Source: an optimization exercise on an open RTL-to-GDS flow (aim: small area). Production flows keep margins and buffers that such runs may drop. No activity file was given, so power comes from the tool's default toggle rates.

== job 101 ==
==> flow/design.v <==
module uart_vector_processor #(
    parameter int BIT_RATE = 115200,
    parameter int CLK_FREQ = 1_843_200,
    parameter int MAX_VECT_SIZE = 8,
    parameter int MAX_MAT_ROWS = 4,
    parameter int MAX_MAT_COLS = 4
)(
    input wire clk,
    input wire resetn,
    input wire uart_rx,
    output wire uart_tx,
    output wire led_busy,
    output wire led_rx_active,
    output wire led_tx_active,
    output wire led_error
);
    localparam [2:0] S_IDLE = 3'b000,    
                     S_SZ   = 3'b001,    
                     S_OP1  = 3'b010,    
                     S_OP2  = 3'b011,    
                     S_TX   = 3'b100,    
                     S_ERR  = 3'b101;    
    reg [2:0] st;
    reg       frm;           
    reg [7:0] fc;            
    reg [3:0] ph;            
    reg [3:0] w;             
    reg [1:0] bi;            
    reg [3:0] L;             
    reg [1:0] op;            
    reg       c;             
    reg       dA;            
    reg       bcur;          
    reg       act;           
    reg       txo;           
    wire [3:0] m = fc[7:4];
    wire s_idle = (st == S_IDLE);
    wire s_sz   = (st == S_SZ);
    wire s_op1  = (st == S_OP1);
    wire s_op2  = (st == S_OP2);
    wire is_tx  = (st == S_TX);
    wire is_err = (st == S_ERR);
    wire is_mat = ~op[1] & ~op[0];
    wire is_dot = op[1] & op[0];
    wire muldot = op[1];
    wire [15:0] hE, hO;                  
    wire [15:0] we;
    wire XdE, XdO, UdE, UdO;
    genvar gi;
    generate
        for (gi = 0; gi < 16; gi = gi + 1) begin : g_slot
            vp_slot u_slot (
                .clk(clk), .we(we[gi]),
                .dE(gi < 8 ? XdE : UdE), .dO(gi < 8 ? XdO : UdO),
                .hE(hE[gi]), .hO(hO[gi])
            );
        end
    endgenerate
    wire [2:0] yidx = w[2:0] & {3{~is_dot}};
    wire XE_lo = hE[{1'b0, w[2:0]}];
    wire XO_lo = hO[{1'b0, w[2:0]}];
    wire YE = hE[{1'b1, yidx}];
    wire YO = hO[{1'b1, yidx}];
    wire XE = w[3] ? YE : XE_lo;
    wire XO = w[3] ? YO : XO_lo;
    wire [2:0] bb = {1'b0, bi} + {1'b0, is_tx & is_dot, is_tx & op[1] & ~op[0]};
    wire bitwin = frm & ~m[3];                           
    wire hit    = bitwin & (ph == {bb[1:0], m[2:1]});    
    wire s15    = &ph;
    wire fend   = frm & s15 & m[3] & (m[0] == is_tx);
    wire rxstart = ~frm & ~uart_rx & ~is_err & ~is_tx;
    wire txstart = ~frm & is_tx & s15;
    wire rx   = uart_rx;
    wire rxop = frm & ~is_tx;
    wire rhit = hit & rxop;
    wire [2:0] k = m[2:0];
    wire XR   = m[0] ? XO : XE;                          
    wire cin_add = c & ~((bi == 2'd0) & (k == 3'd0));
    wire nb   = s_op1 ? rx : (XR ^ rx ^ cin_add);
    wire cadd = (XR & rx) | (cin_add & (XR ^ rx));
    wire pass   = act;
    wire pfirst = (ph == 4'd0);
    wire cin_m  = c & ~pfirst;
    wire t0 = bcur & XE;
    wire s0 = YE ^ t0 ^ cin_m;
    wire c1 = (YE & t0) | (cin_m & (YE ^ t0));
    wire t1 = bcur & XO;
    wire s1 = YO ^ t1 ^ c1;
    wire c2 = (YO & t1) | (c1 & (YO ^ t1));
    wire capv = ~bb[2] & (muldot ? (m[0] ? YO : YE) : XR);
    wire wrX  = pass | (rhit & (s_op1 | (s_op2 & ~muldot)));
    wire wrY  = pass | (s_op1 & muldot);
    assign XdE = pass ? (dA & ~pfirst) : (m[0] ? XE : nb);
    assign XdO = pass ? XE : (m[0] ? nb : XO);
    wire YdE = pass & s0;
    wire YdO = pass & s1;
    assign UdE = is_mat ? XdE : YdE;
    assign UdO = is_mat ? XdO : YdO;
    generate
        for (gi = 0; gi < 16; gi = gi + 1) begin : g_we
            if (gi < 8) begin : g_lo
                assign we[gi] = wrX & (w == gi);
            end else begin : g_hi
                assign we[gi] = (wrX & (w == gi)) | (wrY & (yidx == gi - 8));
            end
        end
    endgenerate
    wire skip = is_mat & (w[1:0] == L[1:0]);
    wire [3:0] wnx = (w | {2'b00, skip, skip}) + 4'd1;
    wire last = (w == L);
    wire brin = (k == 3'd0) | c;
    wire dbit = rx ^ brin;
    always @(posedge clk) begin
        ph <= ph + 4'd1;
        fc <= rxstart ? 8'hF1 : txstart ? 8'h00 : fc + 8'd1;
        dA <= XO;
        if (pass) begin
            c  <= c2;
        end else if (rhit) begin
            c <= s_sz ? (brin & ~rx) : cadd;
        end
        if (rhit & s_idle) begin
            if (k == 3'd0) op[0] <= rx;
            if (k == 3'd1) op[1] <= rx;
        end
        if (rhit & s_sz & (bi == 2'd0) & ~k[2] & (~k[1] | ~is_mat)) begin
            if (is_mat & w[0]) L <= {L[3:2], dbit, L[1]};
            else               L <= {dbit, L[3:1]};
        end
        if (is_tx) begin
            if (hit) bcur <= capv;
        end else if (s15)
            bcur <= rx;
        if (s15)
            act <= bitwin & rxop & s_op2 & muldot;
        if (fend) begin
            if (s_idle) begin
                bi <= 2'd0;
                w  <= 4'd0;
            end else begin
                bi <= bi + 2'd1;
                if (bi == 2'd3)
                    w <= s_sz ? {3'b000, is_mat & ~w[0]} : (last ? 4'd0 : wnx);
            end
        end
    end
    always @(posedge clk or negedge resetn) begin
        if (!resetn) begin
            st  <= S_IDLE;
            frm <= 1'b0;
            txo <= 1'b1;
        end else begin
            if (rxstart | txstart) frm <= 1'b1;
            else if (fend)         frm <= 1'b0;
            if (s15)
                txo <= ~txstart & ~(is_tx & bitwin & ~(hit ? capv : bcur));
            if (rhit & s_idle & (k[2] | k[1]) & (rx ^ (~k[2] & ~k[0] & is_mat)))
                st <= S_ERR;
            else if (fend & (bi == 2'd3 | s_idle)) begin
                case (st)
                    S_IDLE: st <= S_SZ;
                    S_SZ:   if (~(is_mat & ~w[0])) st <= S_OP1;
                    S_OP1:  if (last) st <= S_OP2;
                    S_OP2:  if (last) st <= S_TX;
                    S_TX:   if (last | is_dot) st <= S_IDLE;
                    default: ;
                endcase
            end
        end
    end
    assign uart_tx       = txo;
    assign led_tx_active = is_tx;
    assign led_rx_active = ~st[2] & (st[1] | st[0]);
    assign led_busy      = led_rx_active | is_tx;
    assign led_error     = is_err;
endmodule
module vp_slot (
    input  wire clk,
    input  wire we,
    input  wire dE,
    input  wire dO,
    output wire hE,
    output wire hO
);
    reg [15:0] rE, rO;
    always @(posedge clk) begin
        rE <= {we ? dE : rE[0], rE[15:1]};
        rO <= {we ? dO : rO[0], rO[15:1]};
    end
    assign hE = rE[0];
    assign hO = rO[0];
endmodule
clock: 100.0 ns
lec_check: 0
cap_margin: 20
core_margin: 2
core_utilization: 40
cts_cluster_diameter: 100
cts_cluster_size: 35
slew_margin: 20
synth_hierarchical: 1
run.sh (not shown) runs the stock make flow with config.mk's settings and CLKGATE_MAP_FILE= SYNTH_SCRIPT=/design/flow/synth_recipe.tcl, a recipe that flattens the netlist after the stock synthesis.
Input changes introduced in job 102 (baseline for comparison: job 101):
Settings: putting ABC_CLOCK_PERIOD_IN_PS at 1000000 where nothing was set.
Findings:
- Peak ir drop on the vdd network: job 102 vs job 101 — no meaningful difference
- Taking job 101 as the reference, in job 102 post-synthesis share of cell area spent on xor and xnor gates held; synthesis-to-finish area growth held; register cell area after layout held.
- Diff job 101 -> job 102: total design power neither gained nor lost much; met1 routed wirelength after detailed routing closely matched the old numbers; starting density of the core shows no meaningful change; sequential power has remained practically unchanged; worst hold slack was more or less identical.
- The wire length of the first global-routing pass was comparable across job 101 and job 102.
No functional check of the RTL was part of any run of this note.

==> separate check: timing with driven ports <==
No port has a modelled driver above. Below, the same layouts with a new extraction and two added sets of constraints.
Step 1 (the two cells are an assumption about what drives the block):
set clk [get_ports {clk}]
set_driving_cell -lib_cell sky130_fd_sc_hd__clkbuf_16 $clk
set_driving_cell -lib_cell sky130_fd_sc_hd__buf_2 [delete_from_list [all_inputs] $clk]
Step 2 moves the port delays by t, midway between the first and last clock arrival at a register: inputs arrive t later, outputs are due t later. That takes back most of the time a late clock gives input paths.
Three values: ideal, step 1, step 2; two values: the first two.
run | t, ns | setup WS [ns] | hold slack, ns | cell pins on the clock port's net
job 101 | 0.572 | 77.513 / 77.468 / 77.409 | 0.320 / 0.320 / 0.320 | 1
job 102 | 0.572 | 77.513 / 77.468 / 77.409 | 0.320 / 0.320 / 0.320 | 1
After both steps every run listed still meets setup and hold.
